Source: an optimization exercise on an open RTL-to-GDS flow (aim: a short achievable clock period and few clock cycles). Production flows keep margins and buffers that such runs may drop. Function was checked by simulation only, so behaviour that the tests miss may differ from the original.

==> job 9546: inputs <==
==> flow/design.v <==
`timescale 1ns / 1ps
module maze(
    input clk,
    input rst,
    input [5:0] starting_col, starting_row,
    input maze_in,
    output reg [5:0] row, col,
    output reg maze_oe,
    output reg maze_we,
    output reg done
);
reg [1:0] dir;  
reg [5:0] x, y;  
reg [5:0] prev_x, prev_y;  
reg [4:0] state;  
reg init_flag;  
reg [1:0] dir_n;
reg [5:0] x_n, y_n;
reg [5:0] prev_x_n, prev_y_n;
reg [4:0] next_state;
reg init_flag_n;
reg wall_flag;  
task is_wall_front; begin
    maze_oe = 1'b1;
    case(dir_n)
        0: begin
            row = y_n - 1;
            col = x_n;
        end
        1: begin
            row = y_n;
            col = x_n + 1;
        end
        2: begin
            row = y_n + 1;
            col = x_n;
        end
        3: begin
            row = y_n;
            col = x_n - 1;
        end
    endcase
end endtask
task is_wall_right; begin
    maze_oe = 1'b1;
    case(dir_n)
        0: begin
            row = y_n;
            col = x_n + 1;
        end
        1: begin
            row = y_n + 1;
            col = x_n;
        end
        2: begin
            row = y_n;
            col = x_n - 1;
        end
        3: begin
            row = y_n - 1;
            col = x_n;
        end
    endcase
end endtask
task is_wall_left; begin
    maze_oe = 1'b1;
    case(dir_n)
        0: begin
            row = y_n;
            col = x_n - 1;
        end
        1: begin
            row = y_n - 1;
            col = x_n;
        end
        2: begin
            row = y_n;
            col = x_n + 1;
        end
        3: begin
            row = y_n + 1;
            col = x_n;
        end
    endcase
end endtask
task check_wall; begin
    wall_flag = maze_in;
    maze_oe = 1'b0;
end endtask
task turn_right; begin
    if(dir_n == 3) begin
        dir_n = 0;
    end else begin
        dir_n = dir_n + 1;
    end
end endtask
task turn_left; begin
    if(dir_n == 0) begin
        dir_n = 3;
    end else begin
        dir_n = dir_n - 1;
    end
end endtask
task turn_arround; begin
    turn_right;
    turn_right;
end endtask
task mark_path; begin
    row = y_n;
    col = x_n;
    maze_we = 1'b1;
end endtask
task move_forward; begin
    mark_path;
    prev_x_n = x_n;
    prev_y_n = y_n;
    case(dir_n)
        0: begin
            y_n = y_n - 1;
        end
        1: begin
            x_n = x_n + 1;
        end
        2: begin
            y_n = y_n + 1;
        end
        3: begin
            x_n = x_n - 1;
        end
    endcase
end endtask
task check_end; begin
    if(x_n == 6'd0 || x_n == 6'd63 || y_n == 6'd0 || y_n == 6'd63) begin
        mark_path;
        next_state = 4;
    end else begin
        next_state = 0;
    end
end endtask
always @(posedge clk) begin
    if (rst) begin
        state <= 0;
        init_flag <= 1'b0;
        dir <= 0;
    end else begin
        state <= next_state;
        init_flag <= init_flag_n;
        dir <= dir_n;
        x <= x_n;
        y <= y_n;
        prev_x <= prev_x_n;
        prev_y <= prev_y_n;
    end
end
always @(*) begin
    dir_n = dir;
    x_n = x;
    y_n = y;
    prev_x_n = prev_x;
    prev_y_n = prev_y;
    init_flag_n = init_flag;
    next_state = state;
    row = y;
    col = x;
    done = 1'b0;
    maze_we = 1'b0;  
    check_wall;  
    case(state)
        0: begin
            if(init_flag == 1'b0) begin
                init_flag_n = 1'b1;
                x_n = starting_col;
                y_n = starting_row;
            end
            is_wall_right;
            next_state = 1;
        end
        1: begin
            if(wall_flag == 1'b1) begin
                is_wall_front;
                next_state = 2;
            end else begin
                turn_right;
                move_forward;
                check_end;
            end
        end
        2: begin
            if(wall_flag == 1'b1) begin
                is_wall_left;
                next_state = 3;
            end else begin
                move_forward;
                check_end;
            end
        end
        3: begin
            if(wall_flag == 1'b1) begin
                turn_arround;
                move_forward;
                check_end;
            end else begin
                turn_left;
                move_forward;
                check_end;
            end
        end
        4: begin
            row = prev_y;
            col = prev_x;
            maze_we = 1'b1;
            done = 1'b1;
        end
    endcase
end
endmodule
==> flow/run.sh <==
#!/bin/bash
# synth_recipe.tcl (not shown) runs the flow's synth.tcl, then flattens the netlist and writes it again
# the make line also repeats each setting of config.mk as NAME=value (left out here)
make -C /OpenROAD-flow-scripts/flow DESIGN_CONFIG=/design/flow/config.mk WORK_HOME=/design/flow/orfs CLKGATE_MAP_FILE= SYNTH_SCRIPT=/design/flow/synth_recipe.tcl finish
==> flow/config.mk <==
export PLATFORM = sky130hd
export DESIGN_NAME = maze
export DESIGN_NICKNAME = maze
export VERILOG_FILES = /design/flow/design.v
export SDC_FILE = /design/flow/constraint.sdc
export NUM_CORES = 4
export LEC_CHECK = 0
export CAP_MARGIN = 20
export CORE_MARGIN = 2
export CORE_UTILIZATION = 40
export SETUP_SLACK_MARGIN = 0.2
export SLEW_MARGIN = 20
==> flow/constraint.sdc <==
create_clock -name core_clock -period 5.5 [get_ports {clk}]
set_input_delay 1.1000 -clock core_clock [delete_from_list [all_inputs] [get_ports {clk}]]
set_output_delay 1.1000 -clock core_clock [all_outputs]
set_load 0.01 [all_outputs]
==> job 8586: changes against job 9546 <==
==> flow/design.v (replaced) <==
`timescale 1ns / 1ps
module maze(
    input clk,
    input rst,
    input [5:0] starting_col, starting_row,
    input maze_in,
    output reg [5:0] row, col,
    output reg maze_oe,
    output reg maze_we,
    output reg done
);
localparam UP = 2'd0, RIGHT = 2'd1, DOWN = 2'd2, LEFT = 2'd3;
localparam RD_R   = 3'd0;  
localparam RD_F   = 3'd1;  
localparam WAIT_R = 3'd2;  
localparam RD_F2  = 3'd3;  
localparam WAIT_F = 3'd4;  
localparam RD_L   = 3'd5;  
localparam WAIT_L = 3'd6;  
localparam FIN    = 3'd7;  
localparam QN = 8;
reg [2:0] ph;
reg [5:0] x, y;
reg [1:0] d;
reg [5:0] qx [0:QN-1];
reg [5:0] qy [0:QN-1];
reg [3:0] qc;
wire [5:0] xp = x + 6'd1, xm = x - 6'd1, yp = y + 6'd1, ym = y - 6'd1;
function [11:0] nb; input [1:0] k; begin
    case (k)
        UP:    nb = {ym, x};
        RIGHT: nb = {y, xp};
        DOWN:  nb = {yp, x};
        default: nb = {y, xm};
    endcase
end endfunction
function [11:0] dg; input [1:0] k1; input [1:0] k2; reg [5:0] ny, nx; begin
    ny = (k1 == UP || k2 == UP) ? ym : yp;
    nx = (k1 == RIGHT || k2 == RIGHT) ? xp : xm;
    dg = {ny, nx};
end endfunction
function edge_at; input [1:0] k; begin
    case (k)
        UP:    edge_at = (y == 6'd1);
        RIGHT: edge_at = (x == 6'd62);
        DOWN:  edge_at = (y == 6'd62);
        default: edge_at = (x == 6'd1);
    endcase
end endfunction
wire [1:0] dr = d + 2'd1, db = d + 2'd2, dl = d + 2'd3;
reg        mv;
reg [1:0]  md;
reg        push, pop;
reg [2:0]  ph_n;
reg        oe_n, we_n, done_n;
reg [11:0] addr_n;
wire qempty = (qc == 4'd0);
wire [11:0] head = {qy[0], qx[0]};
always @(*) begin
    mv = 1'b0; md = d; push = 1'b0; pop = 1'b0;
    ph_n = ph; oe_n = 1'b0; we_n = 1'b0; done_n = done; addr_n = head;
    case (ph)
        RD_R: begin
            if (qc == QN) begin
                pop = 1'b1; we_n = 1'b1; ph_n = WAIT_R;
            end else begin
                oe_n = 1'b1; addr_n = nb(d); ph_n = RD_F;
            end
        end
        RD_F: begin
            if (!maze_in) begin
                mv = 1'b1; md = dr;
            end else begin
                pop = !qempty; we_n = !qempty; ph_n = WAIT_F;
            end
        end
        WAIT_R: begin
            if (!maze_in) begin
                mv = 1'b1; md = dr;
            end else begin
                oe_n = 1'b1; addr_n = nb(d); ph_n = RD_F2;
            end
        end
        RD_F2: begin
            pop = !qempty; we_n = !qempty; ph_n = WAIT_F;
        end
        WAIT_F: begin
            if (!maze_in) begin
                mv = 1'b1; md = d;
            end else begin
                oe_n = 1'b1; addr_n = nb(dl); ph_n = RD_L;
            end
        end
        RD_L: begin
            pop = !qempty; we_n = !qempty; ph_n = WAIT_L;
        end
        WAIT_L: begin
            mv = 1'b1; md = maze_in ? db : dl;
        end
        default: begin  
            if (!qempty) begin
                pop = 1'b1; we_n = 1'b1;
                if (qc == 4'd1) done_n = 1'b1;
            end
        end
    endcase
    if (mv) begin
        push = 1'b1;
        if (edge_at(md)) begin
            ph_n = FIN;
        end else begin
            oe_n = 1'b1; addr_n = dg(md, md + 2'd1); ph_n = RD_R;
        end
    end
end
wire [11:0] newpos = nb(md);
integer i;
always @(posedge clk) begin
    if (rst) begin
        ph <= RD_R;
        x <= starting_col;
        y <= starting_row;
        d <= UP;
        qc <= 4'd1;
        qx[0] <= starting_col;
        qy[0] <= starting_row;
        row <= starting_row;
        col <= starting_col + 6'd1;
        maze_oe <= 1'b1;
        maze_we <= 1'b0;
        done <= 1'b0;
    end else begin
        ph <= ph_n;
        if (mv) begin
            d <= md;
            x <= newpos[5:0];
            y <= newpos[11:6];
        end
        for (i = 0; i < QN; i = i + 1) begin
            if (push && (i == qc - pop)) begin
                qx[i] <= newpos[5:0];
                qy[i] <= newpos[11:6];
            end else if (pop) begin
                if (i < QN - 1) begin
                    qx[i] <= qx[i+1];
                    qy[i] <= qy[i+1];
                end
            end
        end
        qc <= qc + push - pop;
        row <= addr_n[11:6];
        col <= addr_n[5:0];
        maze_oe <= oe_n;
        maze_we <= we_n;
        done <= done_n;
    end
end
endmodule
Settings changed: ABC_CLOCK_PERIOD_IN_PS set to 2000, SETUP_SLACK_MARGIN 0.2 to 3.4.
==> comparison table <==
                                                                         job 9546                 job 8586
Run status                                                complete, no violations  complete, no violations
Final net count                                                               828                      892
Fillers                                                                      1283                     1407
Layout Skew                                                             0.0124 ns               0.00982 ns
Number of cells on the worst reg-to-reg path                                   12                       15
Synthesis-stage register bit count                                             30                      132
Post-synthesis to final-layout area growth                                  22.3%                    47.6%
Post-Route Utilization                                                      49.8%                    59.9%
Area share of and/or/nand/nor cells after synthesis                         19.9%                    10.9%
Placed cells                                                                  949                      968
Leading cell type by number of instances after synthesis                  a21oi_1                 edfxtp_1
Routed len/inst                                                           23.0 um                  22.4 um
Sequential fraction of the synthesis area                                   15.7%                    47.5%
DPL Wire Length                                                           16.4 mm                  14.0 mm
Overall fraction of global-route tracks in use                              30.3%                    24.3%
Number of signal-net inverters in the final layout                             29                       34
Clock latency at the later pin of the worst-skew pair                     0.28 ns                  0.42 ns
Cells after Synth                                                             753                      724
Testbench counts of job 9546, summed over its fixed seeds: cycles 267,051.
Testbench counts of job 8586, summed over its fixed seeds: cycles 282,602.

## what the ideal ports hide
The flow's constraints put no driver on any port. The routed layouts listed below were extracted and timed again, unchanged, in two steps.
Step 1 (the two cells are an assumption about what drives the block):
set clk [get_ports {clk}]
set_driving_cell -lib_cell sky130_fd_sc_hd__clkbuf_16 $clk
set_driving_cell -lib_cell sky130_fd_sc_hd__buf_2 [delete_from_list [all_inputs] $clk]
Step 2, shift: input delay + t, output delay - t, t = (earliest + latest rising clock arrival at the registers) / 2. This alone moves slack from input paths to output paths.
Slacks: no drivers / after step 1 / after step 2; pairs: no drivers / after step 1.
run | shift t [ns] | slack for setup (ns) | slew at the worst register clock pin (ns) | pins driven straight from the clock port
job 9546 | 0.306 | 0.182 / 0.150 / 0.298 | 0.06 / 0.06 | 1
job 8586 | 0.458 | 2.386 / 2.380 / 1.922 | 0.06 / 0.06 | 1
After both steps every run listed still meets setup and hold. For job 8586, which loses most, drivers alone change the setup slack by -0.006 ns; drivers and shift together by -0.464 ns.
